This is an optimization exercise on Yosys and OpenROAD, whose aim is small area, not a production implementation. Only simulation tests tie the RTL to the original design; equivalence was not proved. Power is estimated from default activity; no workload was simulated.

`design.v`:
```
module formula # (
	parameter LEN = 8
) (
	input                         clk,
	input                         rst,
	input  signed [    LEN - 1:0] a,
	input  signed [    LEN - 1:0] b,
	input  signed [    LEN - 1:0] c,
	input  signed [    LEN - 1:0] d,
	input                         input_vld,
	output signed [3 * LEN - 1:0] res,
	output                        res_overflow,
	output                        output_vld
);
	logic [4:0] vld;
	always_ff @(posedge clk or posedge rst)
		if (rst) vld <= '0;
		else     vld <= {vld[3:0], input_vld};
	wire na1;
	wire na2;
	wire na3;
	wire na4;
	wire na5;
	wire na6;
	wire na7;
	wire na8;
	wire nc9;
	wire nc10;
	wire nc11;
	wire nc12;
	wire nc13;
	wire nc14;
	wire nc15;
	wire nc16;
	wire s17, c17;
	wire s18, c18;
	wire s19, c19;
	wire s20, c20;
	wire s21, c21;
	wire s22, c22;
	wire s23, c23;
	wire s24, c24;
	wire ov25;
	wire s26, c26;
	wire s27, c27;
	wire s28, c28;
	wire s29, c29;
	wire s30, c30;
	wire s31, c31;
	wire s32, c32;
	wire nd33;
	wire nd34;
	wire nd35;
	wire nd36;
	wire nd37;
	wire nd38;
	wire nd39;
	assign na1 = ~a[0];
	assign na2 = ~a[1];
	assign na3 = ~a[2];
	assign na4 = ~a[3];
	assign na5 = ~a[4];
	assign na6 = ~a[5];
	assign na7 = ~a[6];
	assign na8 = ~a[7];
	assign nc9 = ~c[0];
	assign nc10 = ~c[1];
	assign nc11 = ~c[2];
	assign nc12 = ~c[3];
	assign nc13 = ~c[4];
	assign nc14 = ~c[5];
	assign nc15 = ~c[6];
	assign nc16 = ~c[7];
	ha_bit u17 (.a(na1), .b(b[0]), .s(s17), .co(c17));
	fa_bit u18 (.a(na2), .b(b[1]), .ci(c17), .s(s18), .co(c18));
	fa_bit u19 (.a(na3), .b(b[2]), .ci(c18), .s(s19), .co(c19));
	fa_bit u20 (.a(na4), .b(b[3]), .ci(c19), .s(s20), .co(c20));
	fa_bit u21 (.a(na5), .b(b[4]), .ci(c20), .s(s21), .co(c21));
	fa_bit u22 (.a(na6), .b(b[5]), .ci(c21), .s(s22), .co(c22));
	fa_bit u23 (.a(na7), .b(b[6]), .ci(c22), .s(s23), .co(c23));
	fa_bit u24 (.a(na8), .b(b[7]), .ci(c23), .s(s24), .co(c24));
	assign ov25 = c23 ^ c24;
	fa_bit u26 (.a(nc11), .b(nc10), .ci(nc9), .s(s26), .co(c26));
	fa_bit u27 (.a(nc12), .b(nc11), .ci(c26), .s(s27), .co(c27));
	fa_bit u28 (.a(nc13), .b(nc12), .ci(c27), .s(s28), .co(c28));
	fa_bit u29 (.a(nc14), .b(nc13), .ci(c28), .s(s29), .co(c29));
	fa_bit u30 (.a(nc15), .b(nc14), .ci(c29), .s(s30), .co(c30));
	fa_bit u31 (.a(nc16), .b(nc15), .ci(c30), .s(s31), .co(c31));
	fa_bit u32 (.a(nc16), .b(nc16), .ci(c31), .s(s32), .co(c32));
	assign nd33 = ~d[0];
	assign nd34 = ~d[1];
	assign nd35 = ~d[2];
	assign nd36 = ~d[3];
	assign nd37 = ~d[4];
	assign nd38 = ~d[5];
	assign nd39 = ~d[6];
	logic [7:0] nx1, nd1;
	logic [9:0] ny1;
	logic       ov1;
	always_ff @(posedge clk) begin
		nx1 <= {s24, s23, s22, s21, s20, s19, s18, s17};
		ov1 <= ov25;
		ny1 <= {c32, s32, s31, s30, s29, s28, s27, s26, nc10, c[0]};
		nd1 <= {d[7], nd39, nd38, nd37, nd36, nd35, nd34, nd33};
	end
	wire pp40;
	wire pp41;
	wire pp42;
	wire pp43;
	wire pp44;
	wire pp45;
	wire pp46;
	wire pp47;
	wire pp48;
	wire pp49;
	wire pp50;
	wire pp51;
	wire pp52;
	wire pp53;
	wire pp54;
	wire pp55;
	wire pp56;
	wire pp57;
	wire pp58;
	wire pp59;
	wire pp60;
	wire pp61;
	wire pp62;
	wire pp63;
	wire pp64;
	wire pp65;
	wire pp66;
	wire pp67;
	wire pp68;
	wire pp69;
	wire pp70;
	wire pp71;
	wire pp72;
	wire pp73;
	wire pp74;
	wire pp75;
	wire pp76;
	wire pp77;
	wire pp78;
	wire pp79;
	wire pp80;
	wire pp81;
	wire pp82;
	wire pp83;
	wire pp84;
	wire pp85;
	wire pp86;
	wire pp87;
	wire pp88;
	wire pp89;
	wire pp90;
	wire pp91;
	wire pp92;
	wire pp93;
	wire pp94;
	wire pp95;
	wire pp96;
	wire pp97;
	wire pp98;
	wire pp99;
	wire pp100;
	wire pp101;
	wire pp102;
	wire pp103;
	wire pp104;
	wire pp105;
	wire pp106;
	wire pp107;
	wire pp108;
	wire pp109;
	wire pp110;
	wire pp111;
	wire pp112;
	wire pp113;
	wire pp114;
	wire pp115;
	wire pp116;
	wire pp117;
	wire pp118;
	wire pp119;
	wire s120;
	wire c121;
	wire s122, c122;
	wire s123, c123;
	wire s124, c124;
	wire s125, c125;
	wire s126, c126;
	wire s127, c127;
	wire s128, c128;
	wire s129, c129;
	wire s130, c130;
	wire s131, c131;
	wire s132, c132;
	wire s133, c133;
	wire s134, c134;
	wire s135, c135;
	wire s136, c136;
	wire s137, c137;
	wire s138, c138;
	wire s139, c139;
	wire s140, c140;
	wire s141;
	wire c142;
	wire s143, c143;
	wire s144, c144;
	wire s145, c145;
	wire s146, c146;
	wire s147, c147;
	wire s148, c148;
	wire s149, c149;
	wire s150, c150;
	wire s151, c151;
	wire s152, c152;
	wire s153, c153;
	wire s154, c154;
	wire s155, c155;
	wire s156, c156;
	wire s157, c157;
	wire s158, c158;
	wire s159, c159;
	wire s160, c160;
	wire s161, c161;
	wire s162, c162;
	wire s163, c163;
	wire s164, c164;
	wire s165, c165;
	wire s166, c166;
	wire s167, c167;
	wire s168, c168;
	wire s169, c169;
	wire s170, c170;
	wire s171, c171;
	wire s172, c172;
	wire s173, c173;
	wire s174, c174;
	wire s175, c175;
	wire s176, c176;
	wire s177, c177;
	wire s178, c178;
	wire s179, c179;
	wire s180, c180;
	wire s181, c181;
	wire s182, c182;
	wire s183, c183;
	wire s184, c184;
	wire s185, c185;
	wire s186, c186;
	wire s187, c187;
	wire s188, c188;
	wire s189, c189;
	wire s190, c190;
	wire s191, c191;
	wire s192, c192;
	wire s193, c193;
	wire s194, c194;
	wire s195, c195;
	wire s196, c196;
	wire s197, c197;
	wire s198, c198;
	wire s199;
	assign pp40 = ~(nx1[0] | ny1[0]);
	assign pp41 = ~(nx1[0] | ny1[1]);
	assign pp42 = ~(nx1[0] | ny1[2]);
	assign pp43 = ~(nx1[0] | ny1[3]);
	assign pp44 = ~(nx1[0] | ny1[4]);
	assign pp45 = ~(nx1[0] | ny1[5]);
	assign pp46 = ~(nx1[0] | ny1[6]);
	assign pp47 = ~(nx1[0] | ny1[7]);
	assign pp48 = ~(nx1[0] | ny1[8]);
	assign pp49 = ~(nx1[1] | ny1[0]);
	assign pp50 = ~(nx1[1] | ny1[1]);
	assign pp51 = ~(nx1[1] | ny1[2]);
	assign pp52 = ~(nx1[1] | ny1[3]);
	assign pp53 = ~(nx1[1] | ny1[4]);
	assign pp54 = ~(nx1[1] | ny1[5]);
	assign pp55 = ~(nx1[1] | ny1[6]);
	assign pp56 = ~(nx1[1] | ny1[7]);
	assign pp57 = ~(nx1[1] | ny1[8]);
	assign pp58 = ~(nx1[2] | ny1[0]);
	assign pp59 = ~(nx1[2] | ny1[1]);
	assign pp60 = ~(nx1[2] | ny1[2]);
	assign pp61 = ~(nx1[2] | ny1[3]);
	assign pp62 = ~(nx1[2] | ny1[4]);
	assign pp63 = ~(nx1[2] | ny1[5]);
	assign pp64 = ~(nx1[2] | ny1[6]);
	assign pp65 = ~(nx1[2] | ny1[7]);
	assign pp66 = ~(nx1[2] | ny1[8]);
	assign pp67 = ~(nx1[3] | ny1[0]);
	assign pp68 = ~(nx1[3] | ny1[1]);
	assign pp69 = ~(nx1[3] | ny1[2]);
	assign pp70 = ~(nx1[3] | ny1[3]);
	assign pp71 = ~(nx1[3] | ny1[4]);
	assign pp72 = ~(nx1[3] | ny1[5]);
	assign pp73 = ~(nx1[3] | ny1[6]);
	assign pp74 = ~(nx1[3] | ny1[7]);
	assign pp75 = ~(nx1[3] | ny1[8]);
	assign pp76 = ~(nx1[4] | ny1[0]);
	assign pp77 = ~(nx1[4] | ny1[1]);
	assign pp78 = ~(nx1[4] | ny1[2]);
	assign pp79 = ~(nx1[4] | ny1[3]);
	assign pp80 = ~(nx1[4] | ny1[4]);
	assign pp81 = ~(nx1[4] | ny1[5]);
	assign pp82 = ~(nx1[4] | ny1[6]);
	assign pp83 = ~(nx1[4] | ny1[7]);
	assign pp84 = ~(nx1[4] | ny1[8]);
	assign pp85 = ~(nx1[5] | ny1[0]);
	assign pp86 = ~(nx1[5] | ny1[1]);
	assign pp87 = ~(nx1[5] | ny1[2]);
	assign pp88 = ~(nx1[5] | ny1[3]);
	assign pp89 = ~(nx1[5] | ny1[4]);
	assign pp90 = ~(nx1[5] | ny1[5]);
	assign pp91 = ~(nx1[5] | ny1[6]);
	assign pp92 = ~(nx1[5] | ny1[7]);
	assign pp93 = ~(nx1[5] | ny1[8]);
	assign pp94 = ~(nx1[6] | ny1[0]);
	assign pp95 = ~(nx1[6] | ny1[1]);
	assign pp96 = ~(nx1[6] | ny1[2]);
	assign pp97 = ~(nx1[6] | ny1[3]);
	assign pp98 = ~(nx1[6] | ny1[4]);
	assign pp99 = ~(nx1[6] | ny1[5]);
	assign pp100 = ~(nx1[6] | ny1[6]);
	assign pp101 = ~(nx1[6] | ny1[7]);
	assign pp102 = ~(nx1[6] | ny1[8]);
	assign pp103 = (nx1[7] | ny1[0]);
	assign pp104 = (nx1[7] | ny1[1]);
	assign pp105 = (nx1[7] | ny1[2]);
	assign pp106 = (nx1[7] | ny1[3]);
	assign pp107 = (nx1[7] | ny1[4]);
	assign pp108 = (nx1[7] | ny1[5]);
	assign pp109 = (nx1[7] | ny1[6]);
	assign pp110 = (nx1[7] | ny1[7]);
	assign pp111 = (nx1[7] | ny1[8]);
	assign pp112 = (nx1[0] | ny1[9]);
	assign pp113 = (nx1[1] | ny1[9]);
	assign pp114 = (nx1[2] | ny1[9]);
	assign pp115 = (nx1[3] | ny1[9]);
	assign pp116 = (nx1[4] | ny1[9]);
	assign pp117 = (nx1[5] | ny1[9]);
	assign pp118 = (nx1[6] | ny1[9]);
	assign pp119 = ~(nx1[7] | ny1[9]);
	assign s120 = ~(nd1[0] ^ pp42);
	assign c121 = nd1[0] | pp42;
	fa_bit u122 (.a(pp50), .b(pp58), .ci(s120), .s(s122), .co(c122));
	fa_bit u123 (.a(nd1[1]), .b(pp43), .ci(pp51), .s(s123), .co(c123));
	fa_bit u124 (.a(pp59), .b(pp67), .ci(c121), .s(s124), .co(c124));
	fa_bit u125 (.a(s123), .b(c122), .ci(s124), .s(s125), .co(c125));
	fa_bit u126 (.a(nd1[2]), .b(pp44), .ci(pp52), .s(s126), .co(c126));
	fa_bit u127 (.a(pp60), .b(pp68), .ci(pp76), .s(s127), .co(c127));
	fa_bit u128 (.a(c123), .b(s126), .ci(s127), .s(s128), .co(c128));
	fa_bit u129 (.a(c124), .b(s128), .ci(c125), .s(s129), .co(c129));
	fa_bit u130 (.a(nd1[3]), .b(pp45), .ci(pp53), .s(s130), .co(c130));
	fa_bit u131 (.a(pp61), .b(pp69), .ci(pp77), .s(s131), .co(c131));
	fa_bit u132 (.a(pp85), .b(c126), .ci(c127), .s(s132), .co(c132));
	fa_bit u133 (.a(s130), .b(s131), .ci(c128), .s(s133), .co(c133));
	fa_bit u134 (.a(s132), .b(s133), .ci(c129), .s(s134), .co(c134));
	fa_bit u135 (.a(nd1[4]), .b(pp46), .ci(pp54), .s(s135), .co(c135));
	fa_bit u136 (.a(pp62), .b(pp70), .ci(pp78), .s(s136), .co(c136));
	fa_bit u137 (.a(pp86), .b(pp94), .ci(c130), .s(s137), .co(c137));
	fa_bit u138 (.a(c131), .b(s135), .ci(s136), .s(s138), .co(c138));
	fa_bit u139 (.a(c132), .b(s137), .ci(s138), .s(s139), .co(c139));
	fa_bit u140 (.a(c133), .b(s139), .ci(c134), .s(s140), .co(c140));
	assign s141 = ~(nd1[5] ^ pp47);
	assign c142 = nd1[5] | pp47;
	fa_bit u143 (.a(pp55), .b(pp63), .ci(pp71), .s(s143), .co(c143));
	fa_bit u144 (.a(pp79), .b(pp87), .ci(pp95), .s(s144), .co(c144));
	fa_bit u145 (.a(pp103), .b(c135), .ci(c136), .s(s145), .co(c145));
	fa_bit u146 (.a(s141), .b(s143), .ci(s144), .s(s146), .co(c146));
	fa_bit u147 (.a(c137), .b(c138), .ci(s145), .s(s147), .co(c147));
	fa_bit u148 (.a(s146), .b(c139), .ci(s147), .s(s148), .co(c148));
	fa_bit u149 (.a(nd1[6]), .b(pp48), .ci(pp56), .s(s149), .co(c149));
	fa_bit u150 (.a(pp64), .b(pp72), .ci(pp80), .s(s150), .co(c150));
	fa_bit u151 (.a(pp88), .b(pp96), .ci(pp104), .s(s151), .co(c151));
	fa_bit u152 (.a(c142), .b(c143), .ci(c144), .s(s152), .co(c152));
	fa_bit u153 (.a(s149), .b(s150), .ci(s151), .s(s153), .co(c153));
	fa_bit u154 (.a(c145), .b(c146), .ci(s152), .s(s154), .co(c154));
	fa_bit u155 (.a(s153), .b(c147), .ci(s154), .s(s155), .co(c155));
	fa_bit u156 (.a(nd1[7]), .b(pp57), .ci(pp65), .s(s156), .co(c156));
	fa_bit u157 (.a(pp73), .b(pp81), .ci(pp89), .s(s157), .co(c157));
	fa_bit u158 (.a(pp97), .b(pp105), .ci(pp112), .s(s158), .co(c158));
	fa_bit u159 (.a(c149), .b(c150), .ci(c151), .s(s159), .co(c159));
	fa_bit u160 (.a(s156), .b(s157), .ci(s158), .s(s160), .co(c160));
	fa_bit u161 (.a(c152), .b(c153), .ci(s159), .s(s161), .co(c161));
	fa_bit u162 (.a(s160), .b(c154), .ci(s161), .s(s162), .co(c162));
	fa_bit u163 (.a(pp66), .b(pp74), .ci(pp82), .s(s163), .co(c163));
	fa_bit u164 (.a(pp90), .b(pp98), .ci(pp106), .s(s164), .co(c164));
	fa_bit u165 (.a(pp113), .b(c156), .ci(c157), .s(s165), .co(c165));
	fa_bit u166 (.a(c158), .b(s163), .ci(s164), .s(s166), .co(c166));
	fa_bit u167 (.a(c159), .b(c160), .ci(s165), .s(s167), .co(c167));
	fa_bit u168 (.a(s166), .b(c161), .ci(s167), .s(s168), .co(c168));
	fa_bit u169 (.a(pp75), .b(pp83), .ci(pp91), .s(s169), .co(c169));
	fa_bit u170 (.a(pp99), .b(pp107), .ci(pp114), .s(s170), .co(c170));
	fa_bit u171 (.a(c163), .b(c164), .ci(s169), .s(s171), .co(c171));
	fa_bit u172 (.a(s170), .b(c165), .ci(c166), .s(s172), .co(c172));
	fa_bit u173 (.a(s171), .b(c167), .ci(s172), .s(s173), .co(c173));
	fa_bit u174 (.a(pp84), .b(pp92), .ci(pp100), .s(s174), .co(c174));
	fa_bit u175 (.a(pp108), .b(pp115), .ci(c169), .s(s175), .co(c175));
	fa_bit u176 (.a(c170), .b(s174), .ci(c171), .s(s176), .co(c176));
	fa_bit u177 (.a(s175), .b(c172), .ci(s176), .s(s177), .co(c177));
	fa_bit u178 (.a(pp93), .b(pp101), .ci(pp109), .s(s178), .co(c178));
	fa_bit u179 (.a(pp116), .b(c174), .ci(s178), .s(s179), .co(c179));
	fa_bit u180 (.a(c175), .b(s179), .ci(c176), .s(s180), .co(c180));
	fa_bit u181 (.a(pp102), .b(pp110), .ci(pp117), .s(s181), .co(c181));
	fa_bit u182 (.a(c178), .b(s181), .ci(c179), .s(s182), .co(c182));
	fa_bit u183 (.a(pp111), .b(pp118), .ci(c181), .s(s183), .co(c183));
	ha_bit u184 (.a(pp41), .b(pp49), .s(s184), .co(c184));
	ha_bit u185 (.a(s122), .b(c184), .s(s185), .co(c185));
	ha_bit u186 (.a(s125), .b(c185), .s(s186), .co(c186));
	ha_bit u187 (.a(s129), .b(c186), .s(s187), .co(c187));
	ha_bit u188 (.a(s134), .b(c187), .s(s188), .co(c188));
	ha_bit u189 (.a(s140), .b(c188), .s(s189), .co(c189));
	fa_bit u190 (.a(s148), .b(c140), .ci(c189), .s(s190), .co(c190));
	fa_bit u191 (.a(c148), .b(s155), .ci(c190), .s(s191), .co(c191));
	ha_bit u192 (.a(c155), .b(s162), .s(s192), .co(c192));
	fa_bit u193 (.a(c162), .b(s168), .ci(c192), .s(s193), .co(c193));
	fa_bit u194 (.a(c168), .b(s173), .ci(c193), .s(s194), .co(c194));
	fa_bit u195 (.a(c173), .b(s177), .ci(c194), .s(s195), .co(c195));
	fa_bit u196 (.a(c177), .b(s180), .ci(c195), .s(s196), .co(c196));
	fa_bit u197 (.a(s182), .b(c180), .ci(c196), .s(s197), .co(c197));
	fa_bit u198 (.a(s183), .b(c182), .ci(c197), .s(s198), .co(c198));
	assign s199 = pp119 ^ c183 ^ c198;
	logic [16:0] s2;
	logic        ov2;
	always_ff @(posedge clk) begin
		s2  <= {s199, s198, s197, s196, s195, s194, s193, s192, s191, s190, s189, s188, s187, s186, s185, s184, pp40};
		ov2 <= ov1;
	end
	logic [0:0] bc2;
	always_ff @(posedge clk)
		bc2 <= {c191};
	wire sg200;
	wire k201;
	wire s202, c202;
	wire s203, c203;
	wire s204, c204;
	wire s205, c205;
	wire s206, c206;
	wire s207, c207;
	wire s208, c208;
	wire s209, c209;
	wire s210, c210;
	wire s211, c211;
	wire s212, c212;
	wire s213, c213;
	wire s214, c214;
	wire s215, c215;
	wire s216, c216;
	wire s217;
	assign sg200 = s2[16] ^ (bc2[0] & s2[9] & s2[10] & s2[11] & s2[12] & s2[13] & s2[14] & s2[15]);
	assign k201 = s2[0] & sg200;
	ha_bit u202 (.a(s2[1]), .b(k201), .s(s202), .co(c202));
	ha_bit u203 (.a(s2[2]), .b(c202), .s(s203), .co(c203));
	ha_bit u204 (.a(s2[3]), .b(c203), .s(s204), .co(c204));
	ha_bit u205 (.a(s2[4]), .b(c204), .s(s205), .co(c205));
	ha_bit u206 (.a(s2[5]), .b(c205), .s(s206), .co(c206));
	ha_bit u207 (.a(s2[6]), .b(c206), .s(s207), .co(c207));
	ha_bit u208 (.a(s2[7]), .b(c207), .s(s208), .co(c208));
	ha_bit u209 (.a(s2[8]), .b(c208), .s(s209), .co(c209));
	fa_bit u210 (.a(s2[9]), .b(c209), .ci(bc2[0]), .s(s210), .co(c210));
	ha_bit u211 (.a(s2[10]), .b(c210), .s(s211), .co(c211));
	ha_bit u212 (.a(s2[11]), .b(c211), .s(s212), .co(c212));
	ha_bit u213 (.a(s2[12]), .b(c212), .s(s213), .co(c213));
	ha_bit u214 (.a(s2[13]), .b(c213), .s(s214), .co(c214));
	ha_bit u215 (.a(s2[14]), .b(c214), .s(s215), .co(c215));
	ha_bit u216 (.a(s2[15]), .b(c215), .s(s216), .co(c216));
	assign s217 = s2[16] ^ c216;
	logic [15:0] r3, r4, r5;
	always_ff @(posedge clk) begin
		r3 <= ({s217, s216, s215, s214, s213, s212, s211, s210, s209, s208, s207, s206, s205, s204, s203, s202} | {1'b0, {3{ov2}}, 12'd0}) & {~ov2, 15'h7fff};
		r4 <= r3;
		r5 <= r4;
	end
	assign output_vld   = vld[4];
	assign res_overflow = ~r5[15] & r5[14] & r5[13] & r5[12];
	assign res          = {{8{r5[15]}}, r5};
endmodule
module fa_bit (input a, input b, input ci, output s, output co);
	assign s  = a ^ b ^ ci;
	assign co = (a & b) | (a & ci) | (b & ci);
endmodule
module ha_bit (input a, input b, output s, output co);
	assign s  = a ^ b;
	assign co = a & b;
endmodule
```
`flow/run.sh`:
```
#!/bin/bash
# Standard layout with the smallest port buffers and a plain clock tree of clkbuf_8.
set -e
bash standard.sh BUFFER_PORTS_ARGS="-buffer_cell sky130_fd_sc_hd__buf_1" \
  CTS_ARGS="-sink_clustering_enable -repair_clock_nets -dont_use_dummy_load -buf_list {sky130_fd_sc_hd__clkbuf_8}" finish > standard.log 2>&1
```
`config.mk`:
```
export PLATFORM = sky130hd
export DESIGN_NAME = formula
export DESIGN_NICKNAME = formula
export VERILOG_FILES = /design/flow/design.v
export SDC_FILE = /design/flow/constraint.sdc
export NUM_CORES = 4
export LEC_CHECK = 0
export CAP_MARGIN = 0
export CORE_MARGIN = 2
export CORE_UTILIZATION = 40
export GPL_TIMING_DRIVEN = 0
export SLEW_MARGIN = 0
export SYNTH_HIERARCHICAL = 1
```
`standard.sh`:
```
#!/bin/bash
# synth_recipe.tcl (not shown) runs the flow's synth.tcl, then flattens the netlist and writes it again
# the make line also repeats each setting of config.mk as NAME=value (left out here)
make -C /OpenROAD-flow-scripts/flow DESIGN_CONFIG=/design/flow/config.mk WORK_HOME=/design/flow/orfs CLKGATE_MAP_FILE= SYNTH_SCRIPT=/design/flow/synth_recipe.tcl "${@:-finish}"
```
`constraint.sdc`:
```
create_clock -name core_clock -period 6.0 [get_ports {clk}]
set_input_delay 1.2000 -clock core_clock [delete_from_list [all_inputs] [get_ports {clk}]]
set_output_delay 1.2000 -clock core_clock [all_outputs]
set_load 0.01 [all_outputs]
```
==> results by group, run 1 <==
Critical path
  – Cell mode on critical path: fa_1
  – Setup CP Type: reg2reg
  – Req. time, crit path: 6250 ps
  – CP Launch Type: flip-flop
  – CP Capture Type: flip-flop
  – R2R Path End: s2[16]$_DFF_P_
  – Crit-path max cell delay: 530 ps
  – CP endpoint: s2[16]$_DFF_P_
  – CP max stage cell: fa_1
  – Critical Path, Cell by Cell: clkbuf_1, nor2_1, fa_1, fa_1, fa_1, fa_1, ha_1, fa_1, fa_1, fa_1, fa_1, fa_1, fa_1, xnor2_1, xnor2_1
  – FF-to-FF path depth: 15
  – R2r setup slk: 310 ps
  – Worst setup path startpoint: nx1[0]$_DFF_P_
  – Worst reg2reg path startpoint: nx1[0]$_DFF_P_
  – CP Data Arrival Time: 5940 ps
  – CP Max Fanout: 10

CTS
  – CTS tree: built
  – Clock Tree Buf Depth: 2
  – Clock-pin slew on the worst setup and hold paths: 100 ps
  – Clock net sink count: 99
  – Cts hold-fix bufs: 0
  – CTS Buf Count: 9
  – Insertion delay to the later sink of the worst-skew pair: 390 ps
  – H-tree Lvls: 3
  – Root buffer cell: clkbuf_8
  – Post CTS Setup Buffer Count: 0
  – Cts repair resizes: 0

Floorplanning
  – Die area: 12470 um2
  – Row cnt: 39
  – Num ports: 61
  – Die width: 111.7 um
  – Starting density of the core: 40.79%
  – Core Box Area: 11370 um2
  – Chip height: 111.7 um

Synthesis
  – Largest family of logic cells by synthesized area: adder cells
  – Share of synthesized cell area in full adder, half adder and majority cells: 42.30%
  – Synth Warn #: 7
  – Yosys cell types: 16
  – Seq/Total Area, Yosys: 43.27%
  – Synth Area in Compound Gates: 0.2698%
  – Avg Inst Size Synth: 13.18 um2
  – FF+latch count, synth: 99
  – Post-Synth XOR/XNOR Area: 0.7553%
  – Netlist Area Pre-Place: 4638 um2
  – Synth Area in Simple Gates: 8.551%
  – Cells after Synth: 352
  – Multiplexer area fraction after synthesis: 0%

STA
  – RSZ-0062 raised after global routing: false
  – Crit path time final: 5693 ps
  – Setup tns final: 0 ps
  – Fin crit share: 94.88%
  – Slew @ Worst Pin: 596.8 ps
  – Max Freq: 175.7 MHz
  – # setup viols final: 0
  – Final hold slack: 303.9 ps
  – Skew final: 33.87 ps
  – Slew margin rel.: 60.22%
  – Final max-slew violation count: 0
  – Final hold vios: 0

Detailed routing
  – Drt total wl: 7653 um
  – # DRC: 0
  – DR iter-0 viols: 97
  – TritonRoute pass-1 iters: 4
  – Vias: 2515
  – Wire per inst: 13.62 um
  – Drt via density: 4.475
  – Post-route ant nets: 0

Global route
  – Total track usage: 14.12%
  – Grt ovf: 0
  – Initial antenna violation count: 0
  – Largest net degree at the start of global routing: 20
  – First-pass GRT wire length: 13200 um
  – Number of global-route vias before repair: 2915

Status
  – Outcome: finished clean

Power
  – Lkg Pwr: 0.002272 uW
  – Pwr Density: 550.6 nW/um2
  – Internal power: 1799 uW
  – Switching Fraction: 36.65%
  – Comb power frac: 51.8%
  – Share of total power in the clock network: 11.3%
  – Max VDD drop: 0.3111 mV
  – Seq pwr share: 36.9%
  – Switching power: 1041 uW

Flow run
  – Max-cap violation count: 0

Final layout
  – Commonest non-fill, non-tap cell in the layout: dfxtp_1
  – Area delta synth->final: 11.22%
  – Fin area: 5159 um2
  – Share of post-route cells with drive strength above 1: 9.069%
  – Ant. Diodes: 0
  – Fill count: 1060
  – Most frequent cells in the layout: dfxtp_1, fa_1, nor2_1, buf_1, inv_1
  – NumNets Final: 563
  – Final Non-Filler Cells: 562

Place
  – Final HPWL DP: 5942 um
  – Placement Cell Area: 5042 um2
  – Placed insts: 555
  – PortBufs: 60
  – Gpl congestion: 0.8273

Worst hold path
  – Worst hold path type: reg2reg
## final cells by class
type | count | area, um2 | area share (%)
buffer | 20 | 105.1 | 2.037
sequential | 99 | 2007 | 38.90
clock buffer | 9 | 123.9 | 2.401
multi-input combinational | 201 | 2406 | 46.64
tap | 143 | 178.9 | 3.468
timing repair buffer | 60 | 225.2 | 4.366
inverter | 30 | 112.6 | 2.183
## power by group through the flow
stage | Combinational, uW | Sequential (uW) | Clock [uW]
4_1_cts | 1550 | 1040 | 343
3_3_place_gp | 1540 | 1050 | 0
3_5_place_dp | 1550 | 1060 | 0
2_1_floorplan | 1150 | 1060 | 0
6_report | 1470 | 1050 | 322
5_1_grt | 1800 | 1080 | 367
## synth_stat cells, drive strengths merged
cell type / n / area [um2]
a21boi: 1 / 7.510
and4b: 1 / 10.01
xnor2: 3 / 26.28
clkbuf: 14 / 52.55
dfxtp: 94 / 1882
inv: 30 / 112.6
nand4: 2 / 12.51
or3: 1 / 6.260
nor2: 63 / 236.5
or2: 21 / 131.4
dfrtp: 5 / 125.1
xor2: 1 / 8.760
buf: 8 / 60.06
fa: 83 / 1662
ha: 24 / 300.3
o21ai: 1 / 5.000
## registers in the layout, indices dropped and copies added, names as in the netlist
signal / flops
s2: 17
bc2: 1
r3: 16
nd1: 8
vld: 5
nx1: 8
ny1: 10
ov1: 1
ov2: 1
r4: 16
r5: 16
## per-stage QoR
step / setup WS (ps) / total power [uW] / util [%]
2_1_floorplan: 659.3 / 2215 / -
3_3_place_gp: 320.4 / 2595 / 44.35
3_5_place_dp: 253.2 / 2613 / 44.35
4_1_cts: 236.8 / 2938 / 45.44
5_1_grt: 28.96 / 3248 / 45.37
6_report: 307.4 / 2840 / 45.37
## cells by family (layout without fill, tap and decap cells)
logic type / count (synthesis) / in the layout
compound gates: 2 / 2
xor+xnor: 4 / 4
fa+ha+maj: 107 / 107
buf+inv: 52 / 119
flops: 99 / 99
simple gates: 88 / 88
## worst min-delay path by stage
| stage | from | to | slack, ps | cells past startpoint |
|---|---|---|---|---|
| after floorplan | ov1$_DFF_P_ | ov2$_DFF_P_ | 310 | 0 |
| after global placement | r3[0]$_DFF_P_ | r4[0]$_DFF_P_ | 310 | 0 |
| after detailed placement | r3[12]$_DFF_P_ | r4[12]$_DFF_P_ | 310 | 0 |
| after CTS | r4[3]$_DFF_P_ | r5[3]$_DFF_P_ | 310 | 0 |
| after global routing | r3[14]$_DFF_P_ | r4[14]$_DFF_P_ | 310 | 0 |
| final | r4[3]$_DFF_P_ | r5[3]$_DFF_P_ | 300 | 0 |
## modules after synthesis (local to each module, per instance)
module,flops+latches,copies in the design
formula,99,1
fa_bit,0,83
ha_bit,0,22
## routing by layer
layer / vias up / share of wire [%] / wire length (um) / global-route usage, %
met2: 60 / 52 / 3993 / 25.21
met3: 22 / 5.4 / 414 / 5.008
li1: 1171 / - / - / -
met1: 1262 / 40 / 3034 / 15.09
met4: 0 / 2.7 / 210 / 6.008
met5: - / 0 / 0 / 0
## critical path, delay by kind of cell (launching register included)
kind	cells	cell delay, ps
xor gates and xnor gates	2	280
adders and majority gates	11	4400
buffers and inverters	1	420
and+or+nand+nor	1	140
DFF	1	310
==> inputs of run 2 (changes only) <==
==> flow/run.sh (replaced) <==
#!/bin/bash
# Standard layout, except: synthesis buffers removed at floorplan, smallest port
# buffers, and a clock tree of clkbuf_8 without dummy loads.
set -e
bash standard.sh REMOVE_ABC_BUFFERS=1 BUFFER_PORTS_ARGS="-buffer_cell sky130_fd_sc_hd__buf_1" \
  CTS_ARGS="-sink_clustering_enable -repair_clock_nets -dont_use_dummy_load -buf_list {sky130_fd_sc_hd__clkbuf_8}" finish > standard.log 2>&1
==> run 2 against run 1 <==
Against the previous run:
- worst setup slack better by 180 ps
- global-route usage shrank 0.93 points
- highest routed layer unchanged
- still clean
- critical path depth down 1
- power is essentially flat
- cell count is 3.6% lower
- clock skew fell by 12 ps
- die area unchanged
- largest power group unchanged
==> results by group, run 2 <==
Synthesis
  – Commonest register cell after synthesis: dfxtp_1
  – Count of flip-flops with a built-in enable after synthesis: 0
  – Cells after Synth: 352
  – Netlist Area Pre-Place: 4638 um2
  – Synth area leader: dfxtp_1
  – Synth async-reset ratio: 5.051%
  – Avg Inst Size Synth: 13.18 um2
  – Post-synth top cells: dfxtp_1, fa_1, nor2_1, inv_1, ha_1
  – Yosys cell types: 16
  – Seq/Total Area, Yosys: 43.27%
  – Synth Warn #: 7
  – Synth top area cells: dfxtp_1, fa_1, ha_1
  – Top-area cell type share of the netlist area: 40.57%
  – FF+latch count, synth: 99
  – Most numerous cell in the Yosys netlist: dfxtp_1

Global route
  – Met2 Track Usage GR: 22.55%
  – Total track usage: 13.19%
  – First-pass GRT wire length: 12580 um
  – Number of global-route vias before repair: 2708
  – GR Util met3: 5.171%
  – Grt ovf: 0
  – Initial antenna violation count: 0
  – Grt met1 use: 15.08%
  – Largest net degree at the start of global routing: 17
  – Grt peak-use layer: met2

CTS
  – Clock-pin slew on the worst setup and hold paths: 90 ps
  – CTS Buf Count: 9
  – Post CTS Setup Buffer Count: 0
  – Cts repair resizes: 0
  – CTS tree: built
  – Root buffer cell: clkbuf_8
  – H-tree Lvls: 3
  – Clock Tree Buf Depth: 2
  – Cts hold-fix bufs: 0
  – Insertion delay to the later sink of the worst-skew pair: 370 ps
  – Clock net sink count: 99

Critical path
  – CP Max Fanout: 10
  – CP Launch Type: flip-flop
  – Critical Path, Cell by Cell: nor2_1, fa_1, fa_1, fa_1, fa_1, ha_1, fa_1, fa_1, fa_1, fa_1, fa_1, fa_1, xnor2_1, xnor2_1
  – CP Capture Type: flip-flop
  – Crit-path max cell delay: 600 ps
  – Worst reg2reg path startpoint: nx1[2]$_DFF_P_
  – CP max stage cell: dfxtp_1
  – Cell mode on critical path: fa_1
  – Setup CP Type: reg2reg
  – CP Data Arrival Time: 5770 ps
  – Worst setup path startpoint: nx1[2]$_DFF_P_
  – Req. time, crit path: 6260 ps

Final layout
  – Largest Register: s2
  – Final Non-Filler Cells: 542
  – Share of post-route cells with drive strength above 1: 7.519%
  – Commonest non-fill, non-tap cell in the layout: dfxtp_1
  – Ant. Diodes: 0
  – Finished Core Util: 44.45%
  – Max reg flops: 17
  – Most frequent cells in the layout: dfxtp_1, fa_1, nor2_1, buf_1, inv_1
  – NumNets Final: 543
  – Area delta synth->final: 8.956%
  – Fill count: 1065

STA
  – # setup viols final: 0
  – Crit path time final: 5509 ps
  – Fin crit share: 91.82%
  – Max Freq: 181.5 MHz
  – Slew margin rel.: 70.40%
  – Skew final: 21.49 ps
  – Slew @ Worst Pin: 443.4 ps
  – Setup tns final: 0 ps
  – RSZ-0062 raised after global routing: false
  – Final hold vios: 0
  – Final max-slew violation count: 0

Place
  – Gpl congestion: 0.8436
  – Placed insts: 533
  – PortBufs: 60
  – Final HPWL DP: 5622 um

Floorplanning
  – Row cnt: 39
  – Die area: 12470 um2
  – Starting density of the core: 40.79%
  – Chip height: 111.7 um
  – Core Box Area: 11370 um2
  – Die width: 111.7 um
  – Num ports: 61

Detailed routing
  – Wire per inst: 13.31 um
  – Vias: 2458
  – # DRC: 0
  – TritonRoute pass-1 iters: 4
  – DR iter-0 viols: 82
  – Post-route ant nets: 0
  – Drt total wl: 7216 um
  – Drt via density: 4.535

Power
  – Pwr Density: 562.0 nW/um2
  – Lkg Pwr: 0.002216 uW
  – Max VDD drop: 0.2673 mV
  – Final Power: 2840 uW

Flow run
  – Max-cap violation count: 0

Worst hold path
  – Hold Crit Start: r3[4]$_DFF_P_
  – Worst hold path type: reg2reg

Status
  – Outcome: finished clean
run 2: final cells by class:
class	count	area, um2	area share [%]
clock buffer	9	123.9	2.451
sequential	99	2007	39.71
tap	143	178.9	3.540
timing repair buffer	60	225.2	4.457
inverter	30	112.6	2.228
multi-input combinational	201	2406	47.61
run 2: stage by stage:
step / worst slack, ps / cell area [um2] / hold slack, ps
final: 490.5 / 5054 / 319.2
after global routing: 210.4 / 5054 / 320.1
after CTS: 457.5 / 5054 / 322.6
after detailed placement: 459.2 / 4930 / 312.1
after global placement: 473.4 / 4930 / 309.8
after floorplan: 748.7 / 4526 / 309.6
run 2: power breakdown:
| group | leakage (uW) | internal [uW] | switching, uW |
|---|---|---|---|
| logic | 0.00130 | 696 | 734 |
| clock network | 0.0000647 | 134 | 187 |
| registers | 0.000850 | 958 | 131 |
run 2: worst paths after layout:
| path | slack, ps | cells after the start | end |
|---|---|---|---|
| setup reg to reg | 490 | 14 | s2[16]$_DFF_P_ |
| hold reg to reg | 320 | 0 | r4[4]$_DFF_P_ |
| setup / recovery | 490 | 14 | s2[16]$_DFF_P_ |
| min in group asynchronous | 680 | 2 | vld[0]$_DFF_PP0_ |
| hold / removal | 320 | 0 | r4[4]$_DFF_P_ |
| max in group asynchronous | 5160 | 2 | vld[3]$_DFF_PP0_ |
run 2: cells by family after synthesis:
family          count (synthesis)  synth area share, %
compound gates                  2               0.2697
xor+xnor                        4               0.7555
fa+ha+maj                     107                42.30
buf+inv                        52                4.856
flops                          99                43.27
simple gates                   88                8.552
run 2: critical path: cells and delay by family (launching register included):
family | cells | cell delay, ps
fa+ha+maj | 11 | 4410
xor+xnor | 2 | 270
simple gates | 1 | 120
flops | 1 | 600
run 2: layer usage:
metal / share of wire [%] / up-vias
met4: 1.6 / 0
met1: 39 / 1252
met3: 6.0 / 9
met2: 53 / 64
met5: 0 / -
li1: - / 1133
run 2: Yosys stat by module (local to each module, per instance):
module   flops+latches  times used  cell area [um2]  cells inside
formula             99           1             2701           247
fa_bit               0          83            20.02             1
ha_bit               0          22            12.51             1
==> inputs of run 3 (changes only) <==
==> flow/run.sh (replaced) <==
#!/bin/bash
# Standard layout, except: synthesis buffers removed at floorplan, smallest port
# buffers, and a clock tree of clkbuf_8 without dummy loads.
set -e
bash standard.sh REMOVE_ABC_BUFFERS=1 BUFFER_PORTS_ARGS="-buffer_cell sky130_fd_sc_hd__buf_1" \
  CTS_ARGS="-sink_clustering_enable -repair_clock_nets -dont_use_dummy_load -buf_list {sky130_fd_sc_hd__clkbuf_8} -sink_clustering_size 25" finish > standard.log 2>&1
==> run 3 against run 2 <==
Against the previous run:
- die area unchanged
- sequential share of layout area unchanged
- cell count unchanged
- largest cell class unchanged
- core utilization unchanged
- global-route usage unchanged
- worst setup slack unchanged
- wire length unchanged
- via count unchanged
- sequential cell count unchanged
==> results by group, run 3 <==
Global route
  – Largest net degree at the start of global routing: 17
  – Number of global-route vias before repair: 2708
  – Total track usage: 13.19%
  – Initial antenna violation count: 0
  – First-pass GRT wire length: 12580 um
  – Grt ovf: 0

Power
  – Switching power: 1051 uW
  – Share of total power in the clock network: 11.3%
  – Lkg Pwr: 0.002216 uW
  – Pwr Density: 562.0 nW/um2
  – Max VDD drop: 0.2673 mV
  – Seq pwr share: 38.3%
  – Final Power: 2840 uW
  – Comb power frac: 50.4%
  – Switching Fraction: 37.03%
  – Internal power: 1788 uW

Synthesis
  – Netlist Area Pre-Place: 4638 um2
  – Avg Inst Size Synth: 13.18 um2
  – Yosys cell types: 16
  – Synth top area cells: dfxtp_1, fa_1, ha_1
  – Cells after Synth: 352
  – Top-area cell type share of the netlist area: 40.57%
  – Seq/Total Area, Yosys: 43.27%
  – Most numerous cell in the Yosys netlist: dfxtp_1
  – Commonest register cell after synthesis: dfxtp_1
  – Count of flip-flops with a built-in enable after synthesis: 0
  – FF+latch count, synth: 99
  – Post-synth top cells: dfxtp_1, fa_1, nor2_1, inv_1, ha_1
  – Synth area leader: dfxtp_1
  – Synth async-reset ratio: 5.051%
  – Synth Warn #: 7

Status
  – Outcome: finished clean

Floorplanning
  – Die area: 12470 um2
  – Num ports: 61
  – Chip height: 111.7 um
  – Starting density of the core: 40.79%
  – Die width: 111.7 um
  – Core Box Area: 11370 um2
  – Row cnt: 39

CTS
  – Insertion delay to the later sink of the worst-skew pair: 370 ps
  – Cts hold-fix bufs: 0
  – Clock Tree Buf Depth: 2
  – Cts repair resizes: 0
  – Post CTS Setup Buffer Count: 0
  – CTS Buf Count: 9
  – CTS tree: built
  – Root buffer cell: clkbuf_8
  – Clock net sink count: 99
  – Clock-pin slew on the worst setup and hold paths: 90 ps
  – H-tree Lvls: 3

Detailed routing
  – TritonRoute pass-1 iters: 4
  – # DRC: 0
  – Drt total wl: 7216 um
  – DR iter-0 viols: 82
  – Post-route ant nets: 0
  – Vias: 2458
  – Drt via density: 4.535
  – Wire per inst: 13.31 um

STA
  – Fin crit share: 91.82%
  – Max Freq: 181.5 MHz
  – Skew final: 21.49 ps
  – Final hold vios: 0
  – RSZ-0062 raised after global routing: false
  – Final max-slew violation count: 0
  – # setup viols final: 0
  – Slew @ Worst Pin: 443.4 ps
  – Slew margin rel.: 70.40%
  – Setup tns final: 0 ps
  – Final hold slack: 319.2 ps
  – Crit path time final: 5509 ps

Critical path
  – R2r setup slk: 490 ps
  – CP Launch Type: flip-flop
  – CP Data Arrival Time: 5770 ps
  – Req. time, crit path: 6260 ps
  – Setup CP Type: reg2reg
  – CP Max Fanout: 10
  – CP Capture Type: flip-flop

Place
  – Gpl congestion: 0.8436
  – Placement Cell Area: 4930 um2
  – PortBufs: 60
  – Final HPWL DP: 5622 um

Final layout
  – NumNets Final: 543
  – Most frequent cells in the layout: dfxtp_1, fa_1, nor2_1, buf_1, inv_1
  – Area delta synth->final: 8.956%
  – Largest Register: s2
  – Max reg flops: 17
  – Share of post-route cells with drive strength above 1: 7.519%
  – Commonest non-fill, non-tap cell in the layout: dfxtp_1
  – Ant. Diodes: 0
  – Fill count: 1065
  – Fin area: 5054 um2
  – Register area: 2007 um2
  – Area of the multi-input gates: 2406 um2

Flow run
  – Max-cap violation count: 0

Worst hold path
  – Worst hold path type: reg2reg
[run 3: modules after synthesis (local to each module, per instance)]
module | cells inside | times used | flip-flops and latches
fa_bit | 1 | 83 | 0
formula | 247 | 1 | 99
ha_bit | 1 | 22 | 0
[run 3: area by class of cell]
| class | count | share of cell area, % |
|---|---|---|
| clock buffer | 9 | 2.451 |
| tap | 143 | 3.540 |
| multi-input combinational | 201 | 47.61 |
| sequential | 99 | 39.71 |
| inverter | 30 | 2.228 |
| timing repair buffer | 60 | 4.457 |
[run 3: worst paths after layout]
check	to	depth (start not counted)	startpoint
hold / removal	r4[4]$_DFF_P_	0	r3[4]$_DFF_P_
setup / recovery	s2[16]$_DFF_P_	14	nx1[2]$_DFF_P_
min in group asynchronous	vld[0]$_DFF_PP0_	2	rst
max in group asynchronous	vld[3]$_DFF_PP0_	2	rst
hold reg to reg	r4[4]$_DFF_P_	0	r3[4]$_DFF_P_
setup reg to reg	s2[16]$_DFF_P_	14	nx1[2]$_DFF_P_
[run 3: cell families after synthesis]
family / after synthesis / share of synthesized area (%)
adders and majority gates: 107 / 42.30
DFF: 99 / 43.27
and+or+nand+nor: 88 / 8.552
buffers and inverters: 52 / 4.856
xor gates and xnor gates: 4 / 0.7555
AOI/OAI and AO/OA: 2 / 0.2697
[run 3: layer usage]
| layer | up-vias | routed length [um] | GRT usage, % |
|---|---|---|---|
| met5 | - | 0 | 0 |
| met4 | 0 | 118 | 4.691 |
| met3 | 9 | 435 | 5.171 |
| met2 | 64 | 3817 | 22.55 |
| met1 | 1252 | 2844 | 15.08 |
| li1 | 1133 | - | - |
[run 3: power by group through the flow]
stage          registers [uW]  clock network (uW)  logic (uW)
6_report                 1090                 322        1430
5_1_grt                  1120                 370        1790
4_1_cts                  1090                 344        1500
3_5_place_dp             1110                   0        1490
3_3_place_gp             1100                   0        1440
2_1_floorplan            1100                   0        1080
[run 3: critical path: stages (launching register included)]
cell	delay, ps
dfxtp_1	600
nor2_1	120
fa_1	510
fa_1	450
fa_1	530
fa_1	410
ha_1	200
fa_1	380
fa_1	390
fa_1	390
fa_1	380
fa_1	380
fa_1	390
xnor2_1	140
xnor2_1	130
[run 3: through the flow]
step	worst slack, ps	util, %	instances
3_3_place_gp	473.4	43.36	533
3_5_place_dp	459.2	43.36	533
6_report	490.5	44.45	542
5_1_grt	210.4	44.45	542
4_1_cts	457.5	44.45	542
2_1_floorplan	748.7	-	330

-- separate check: timing with driven ports --
The flow's constraints put no driver on any port. The routed layouts listed below were extracted and timed again, unchanged, in two steps. Step 1: set_driving_cell puts a clkbuf_16 on clk and a buf_2 on each other input, an assumption about the parent block. Step 2 adds t to the input delays and takes it off the output delays; t is the mean of the earliest and latest rising clock arrival at the registers after step 1. Input paths then give back, and output paths get back, about the clock's delay inside the block. Slacks: no drivers / after step 1 / after step 2; pairs: no drivers / after step 1.
| run | shift t [ns] | slack for setup (ns) | worst slew at a driven data input, ns |
|---|---|---|---|
| run 1 | 0.401 | 0.307 / 0.307 / 0.307 | 0.03 |
| run 2 | 0.387 | 0.491 / 0.491 / 0.491 | 0.03 |
| run 3 | 0.387 | 0.491 / 0.491 / 0.491 | 0.03 |
After both steps setup and hold are still met in every run listed.
